This is an optimization exercise on Yosys and OpenROAD, whose aim is small area, not a production implementation. In this exercise RTL edits were held to simulation tests only and were not proved equivalent to the original.

Setup of old:
==> flow/design.v <==
module dma_module #(
	parameter DATA_SIZE = 1280 * 720 * 3 / 8,
	parameter DATA_SIZE_LOG = 19,
	parameter BURST_SIZE = 16,
	parameter BURST_NUM = DATA_SIZE / BURST_SIZE
)
(
	input					read_active,
	input		[31:0]		read_address,
	output	reg				read_idle,
	input					write_active,
	input		[31:0]		write_address,
	output	reg				write_idle,
	output		[3:0]		rw_resp,
	input					m_axi_acp_aclk,
	input					axi_resetn,
	output	reg	[31:0]		m_axi_acp_araddr,
	output	reg				m_axi_acp_arvalid,
	input					m_axi_acp_arready,
	input		[2:0]		m_axi_acp_rid,
	input		[63:0]		m_axi_acp_rdata,
	input		[1:0]		m_axi_acp_rresp,
	input					m_axi_acp_rlast,
	input					m_axi_acp_rvalid,
	output					m_axi_acp_rready,
	output	reg	[31:0]		m_axi_acp_awaddr,
	output	reg				m_axi_acp_awvalid,
	input					m_axi_acp_awready,
	output		[63:0]		m_axi_acp_wdata,
	output					m_axi_acp_wlast,
	output					m_axi_acp_wvalid,
	input					m_axi_acp_wready,
	input		[2:0]		m_axi_acp_bid,
	input		[1:0]		m_axi_acp_bresp,
	input		[4:0]		m_axi_acp_buser,
	input					m_axi_acp_bvalid,
	output	reg				m_axi_acp_bready,
	output		[63:0]		mm2s_data,
	output					mm2s_valid,
	input					mm2s_ready,
	input		[63:0]		s2mm_data,
	input					s2mm_valid,
	output					s2mm_ready
);
	localparam [9:0] BN_HI = BURST_NUM / 32;
	reg	[DATA_SIZE_LOG-1:0]	rdata_count;
	reg						rdata_ch_active;
	reg	[4:0]				rd_neg;
	reg	[DATA_SIZE_LOG-1:0]	wdata_count;
	reg						wdata_ch_active;
	reg	[1:0]				bresp;
	assign rw_resp = {m_axi_acp_rresp, bresp};
	wire ar_hs  = m_axi_acp_arvalid & m_axi_acp_arready;
	wire r_beat = m_axi_acp_rready & m_axi_acp_rvalid;
	wire r_last = r_beat & m_axi_acp_rlast;
	wire aw_hs  = m_axi_acp_awvalid & m_axi_acp_awready;
	wire w_beat = m_axi_acp_wvalid & m_axi_acp_wready;
	genvar i;
	wire [24:0] ra_q = m_axi_acp_araddr[31:7];
	localparam [24:0] RA_HEAD = 25'b0010001000010000010000001;
	wire [24:0] ra_s, ra_c, ra_a, ra_p;
	generate for (i = 0; i < 25; i = i + 1) begin : g_ra
		if (i == 0) begin : g_first
			assign ra_a[i] = ra_q[i];
			assign ra_p[i] = 1'b1;
			assign ra_c[i] = ar_hs;
		end else if (RA_HEAD[i]) begin : g_head
			assign ra_a[i] = ra_q[i];
			assign ra_p[i] = ra_p[i-1] & ra_a[i-1];
			assign ra_c[i] = ar_hs & ra_p[i];
		end else begin : g_body
			assign ra_a[i] = ra_a[i-1] & ra_q[i];
			assign ra_p[i] = ra_p[i-1];
			assign ra_c[i] = ra_q[i-1] & ra_c[i-1];
		end
		assign ra_s[i] = ra_q[i] ^ ra_c[i];
	end endgenerate
	always @(posedge m_axi_acp_aclk) begin
		if (read_active)
			m_axi_acp_araddr <= read_address;
		else
			m_axi_acp_araddr[31:7] <= ra_s;
	end
	localparam [18:0] RC_HEAD = 19'b0001000100001000001;
	wire [18:0] rc_s, rc_c, rc_a, rc_p;
	generate for (i = 0; i < 19; i = i + 1) begin : g_rc
		if (i == 0) begin : g_first
			assign rc_a[i] = rdata_count[i];
			assign rc_p[i] = 1'b1;
			assign rc_c[i] = r_beat;
		end else if (RC_HEAD[i]) begin : g_head
			assign rc_a[i] = rdata_count[i];
			assign rc_p[i] = rc_p[i-1] & rc_a[i-1];
			assign rc_c[i] = r_beat & rc_p[i];
		end else begin : g_body
			assign rc_a[i] = rc_a[i-1] & rdata_count[i];
			assign rc_p[i] = rc_p[i-1];
			assign rc_c[i] = rdata_count[i-1] & rc_c[i-1];
		end
		assign rc_s[i] = rdata_count[i] ^ rc_c[i];
	end endgenerate
	always @(posedge m_axi_acp_aclk) begin
		if (~axi_resetn)
			rdata_count <= 0;
		else
			rdata_count <= rc_s;
	end
	wire [9:0] r_ah = rdata_count[18:9];
	wire [4:0] r_al = rdata_count[8:4];
	wire r_ah_mid = (r_ah[9:1] == BN_HI[9:1]);
	wire r_done = r_ah_mid & r_ah[0] & (r_al == 5'd0);
	wire r_cnt_zero = (rd_neg == 5'd0);
	wire r_sum_hit = r_ah_mid & (r_ah[0] == r_cnt_zero) & (r_al == rd_neg);
	wire rd_inc = ~ar_hs & r_last;
	wire rd_dec = ar_hs & ~r_last;
	wire [4:0] rd_t;
	assign rd_t[0] = rd_inc | rd_dec;
	assign rd_t[1] = (rd_inc & rd_neg[0]) | (rd_dec & ~rd_neg[0]);
	assign rd_t[2] = (rd_inc & (&rd_neg[1:0])) | (rd_dec & ~(|rd_neg[1:0]));
	assign rd_t[3] = (rd_inc & (&rd_neg[2:0])) | (rd_dec & ~(|rd_neg[2:0]));
	assign rd_t[4] = (rd_inc & (&rd_neg[3:0])) | (rd_dec & ~(|rd_neg[3:0]));
	always @(posedge m_axi_acp_aclk) begin
		if (~axi_resetn)
			rd_neg <= 0;
		else
			rd_neg <= rd_neg ^ rd_t;
	end
	always @(posedge m_axi_acp_aclk) begin
		if (~axi_resetn)
			m_axi_acp_arvalid <= 0;
		else
			m_axi_acp_arvalid <= ~read_idle & (rd_neg != 5'd1) & ~r_sum_hit;
	end
	always @(posedge m_axi_acp_aclk) begin
		if (~axi_resetn)
			rdata_ch_active <= 0;
		else
			rdata_ch_active <= ~r_cnt_zero;
	end
	always @(posedge m_axi_acp_aclk) begin
		if (~axi_resetn)
			read_idle <= 1;
		else if (r_done)
			read_idle <= 1;
		else if (read_active)
			read_idle <= 0;
	end
	assign mm2s_data = m_axi_acp_rdata;
	assign m_axi_acp_rready = mm2s_ready & rdata_ch_active;
	assign mm2s_valid = m_axi_acp_rvalid & rdata_ch_active;
	wire [21:0] wa_q = m_axi_acp_awaddr[31:10];
	localparam [21:0] WA_HEAD = 22'b0001000010000010000001;
	wire [21:0] wa_s, wa_c, wa_a, wa_p;
	generate for (i = 0; i < 22; i = i + 1) begin : g_wa
		if (i == 0) begin : g_first
			assign wa_a[i] = wa_q[i];
			assign wa_p[i] = 1'b1;
			assign wa_c[i] = aw_hs;
		end else if (WA_HEAD[i]) begin : g_head
			assign wa_a[i] = wa_q[i];
			assign wa_p[i] = wa_p[i-1] & wa_a[i-1];
			assign wa_c[i] = aw_hs & wa_p[i];
		end else begin : g_body
			assign wa_a[i] = wa_a[i-1] & wa_q[i];
			assign wa_p[i] = wa_p[i-1];
			assign wa_c[i] = wa_q[i-1] & wa_c[i-1];
		end
		assign wa_s[i] = wa_q[i] ^ wa_c[i];
	end endgenerate
	always @(posedge m_axi_acp_aclk) begin
		if (write_active)
			m_axi_acp_awaddr <= write_address;
		else
			m_axi_acp_awaddr[31:10] <= wa_s;
	end
	localparam [18:0] WC_HEAD = 19'b0001000100001000001;
	wire [18:0] wc_s, wc_c, wc_a, wc_p;
	generate for (i = 0; i < 19; i = i + 1) begin : g_wc
		if (i == 0) begin : g_first
			assign wc_a[i] = wdata_count[i];
			assign wc_p[i] = 1'b1;
			assign wc_c[i] = w_beat;
		end else if (WC_HEAD[i]) begin : g_head
			assign wc_a[i] = wdata_count[i];
			assign wc_p[i] = wc_p[i-1] & wc_a[i-1];
			assign wc_c[i] = w_beat & wc_p[i];
		end else begin : g_body
			assign wc_a[i] = wc_a[i-1] & wdata_count[i];
			assign wc_p[i] = wc_p[i-1];
			assign wc_c[i] = wdata_count[i-1] & wc_c[i-1];
		end
		assign wc_s[i] = wdata_count[i] ^ wc_c[i];
	end endgenerate
	always @(posedge m_axi_acp_aclk) begin
		if (~axi_resetn)
			wdata_count <= 0;
		else
			wdata_count <= wc_s;
	end
	wire w_done = (wdata_count[18:4] == BURST_NUM);
	assign m_axi_acp_wlast = &wdata_count[3:0];
	always @(posedge m_axi_acp_aclk) begin
		if (~axi_resetn)
			m_axi_acp_awvalid <= 0;
		else
			m_axi_acp_awvalid <= ~aw_hs & ~wdata_ch_active & ((wdata_count[3:0] == 4'd0) | write_active) & ~write_idle;
	end
	always @(posedge m_axi_acp_aclk) begin
		if (~axi_resetn)
			wdata_ch_active <= 0;
		else if (aw_hs)
			wdata_ch_active <= 1;
		else if (w_beat)
			wdata_ch_active <= ~m_axi_acp_wlast;
	end
	always @(posedge m_axi_acp_aclk) begin
		if (~axi_resetn)
			write_idle <= 1;
		else if (w_done)
			write_idle <= 1;
		else if (write_active)
			write_idle <= 0;
	end
	assign m_axi_acp_wdata = s2mm_data;
	assign m_axi_acp_wvalid = s2mm_valid & wdata_ch_active;
	assign s2mm_ready = m_axi_acp_wready & wdata_ch_active;
	always @(posedge m_axi_acp_aclk) begin
		if (~axi_resetn)
			m_axi_acp_bready <= 0;
		else
			m_axi_acp_bready <= w_beat & m_axi_acp_wlast;
	end
	always @(posedge m_axi_acp_aclk) begin
		if (~axi_resetn)
			bresp <= 0;
		else if (w_beat)
			bresp <= m_axi_acp_bresp;
	end
endmodule
==> flow/config.mk <==
export PLATFORM = sky130hd
export DESIGN_NAME = dma_module
export DESIGN_NICKNAME = dma_module
export VERILOG_FILES = /design/flow/design.v
export SDC_FILE = /design/flow/constraint.sdc
export NUM_CORES = 4
export LEC_CHECK = 0
export CAP_MARGIN = 20
export CORE_MARGIN = 2
export CORE_UTILIZATION = 50
export PLACE_DENSITY = 0.3
export SLEW_MARGIN = 20
export BUFFER_PORTS_ARGS = -buffer_cell sky130_fd_sc_hd__buf_1
export CTS_ARGS = -sink_clustering_enable -repair_clock_nets -dont_use_dummy_load -buf_list {sky130_fd_sc_hd__clkbuf_4} -sink_clustering_size 30 -sink_clustering_max_diameter 100
==> flow/constraint.sdc <==
create_clock -name core_clock -period 2.5 [get_ports {m_axi_acp_aclk}]
set_input_delay 0.5000 -clock core_clock [delete_from_list [all_inputs] [get_ports {m_axi_acp_aclk}]]
set_output_delay 0.5000 -clock core_clock [all_outputs]
set_load 0.01 [all_outputs]
standard.sh (not shown) runs the stock make flow with config.mk's settings and CLKGATE_MAP_FILE= SYNTH_SCRIPT=/design/flow/synth_recipe.tcl, a recipe that flattens the netlist after the stock synthesis.
==> flow/flow/run.sh <==
#!/bin/bash
# The standard ORFS layout, with three changes:
#  - ABC maps the logic with an area-oriented script (flow/abc_map.script)
#    instead of ORFS's speed script; the rest of the synthesis is unchanged
#  - the port buffers are the smallest buffer, sky130_fd_sc_hd__buf_1
#  - CTS uses clkbuf_4 only and no dummy loads
set -euo pipefail
cd "$(dirname "$0")/.."
W=$PWD
cat >> config.mk <<'MK'
export BUFFER_PORTS_ARGS = -buffer_cell sky130_fd_sc_hd__buf_1
export CTS_ARGS = -sink_clustering_enable -repair_clock_nets -dont_use_dummy_load -buf_list {sky130_fd_sc_hd__clkbuf_4} -sink_clustering_size 30 -sink_clustering_max_diameter 100
MK
# synthesis with a copy of ORFS's scripts whose ABC script is replaced
rm -rf "$W/scripts_abc"
cp -r "$FLOW_HOME/scripts" "$W/scripts_abc"
cp "$W/flow/abc_map.script" "$W/scripts_abc/abc_speed.script"
sed "s#^make #make SCRIPTS_DIR=$W/scripts_abc #" standard.sh > synth.sh
bash synth.sh synth > synth.log 2>&1
# the rest of the layout, as the standard flow
bash standard.sh > standard.log 2>&1
==> flow/flow/abc_map.script <==
strash
dc2
dch -f
amap
topo
stime -c
FAIL old @ I/O pin placement: tool exited with error
What new does differently from old at the input level:
Settings: swapping 50 for 40 in CORE_UTILIZATION.
### Flow results
Of new and old, it is new that has the higher floorplan row count. Looking at initial core utilization, new sits below old. Compound-gate portion of the synthesized area: new vs old, no meaningful difference. Number of standard cells after synthesis: old vs new, no meaningful difference. new: PASS, flow complete, no timing, DRC or antenna violations.

[port drivers added, routing unchanged]
No port has a modelled driver above. Below, the same layout with a new extraction and two added sets of constraints.
Step 1: set_driving_cell puts a clkbuf_16 on m_axi_acp_aclk and a buf_2 on each other input, an assumption about the parent block.
Step 2 times the ports against the registers' clock, not the clock port: input delays grow and output delays shrink by t, the midpoint of the rising clock arrivals with the driver on.
a / b / c = ideal / step 1 / step 2; a / b = the first two.
run: new
shift t [ns]: 0.533
setup WS [ns]: 0.305 / 0.305 / 0.138
worst register clock-pin slew, ns: 0.10 / 0.10
worst data-port slew with drivers (ns): 0.18
After both steps new still meets setup and hold. For new, drivers alone change the setup slack by 0.000 ns; drivers and shift together by -0.167 ns.
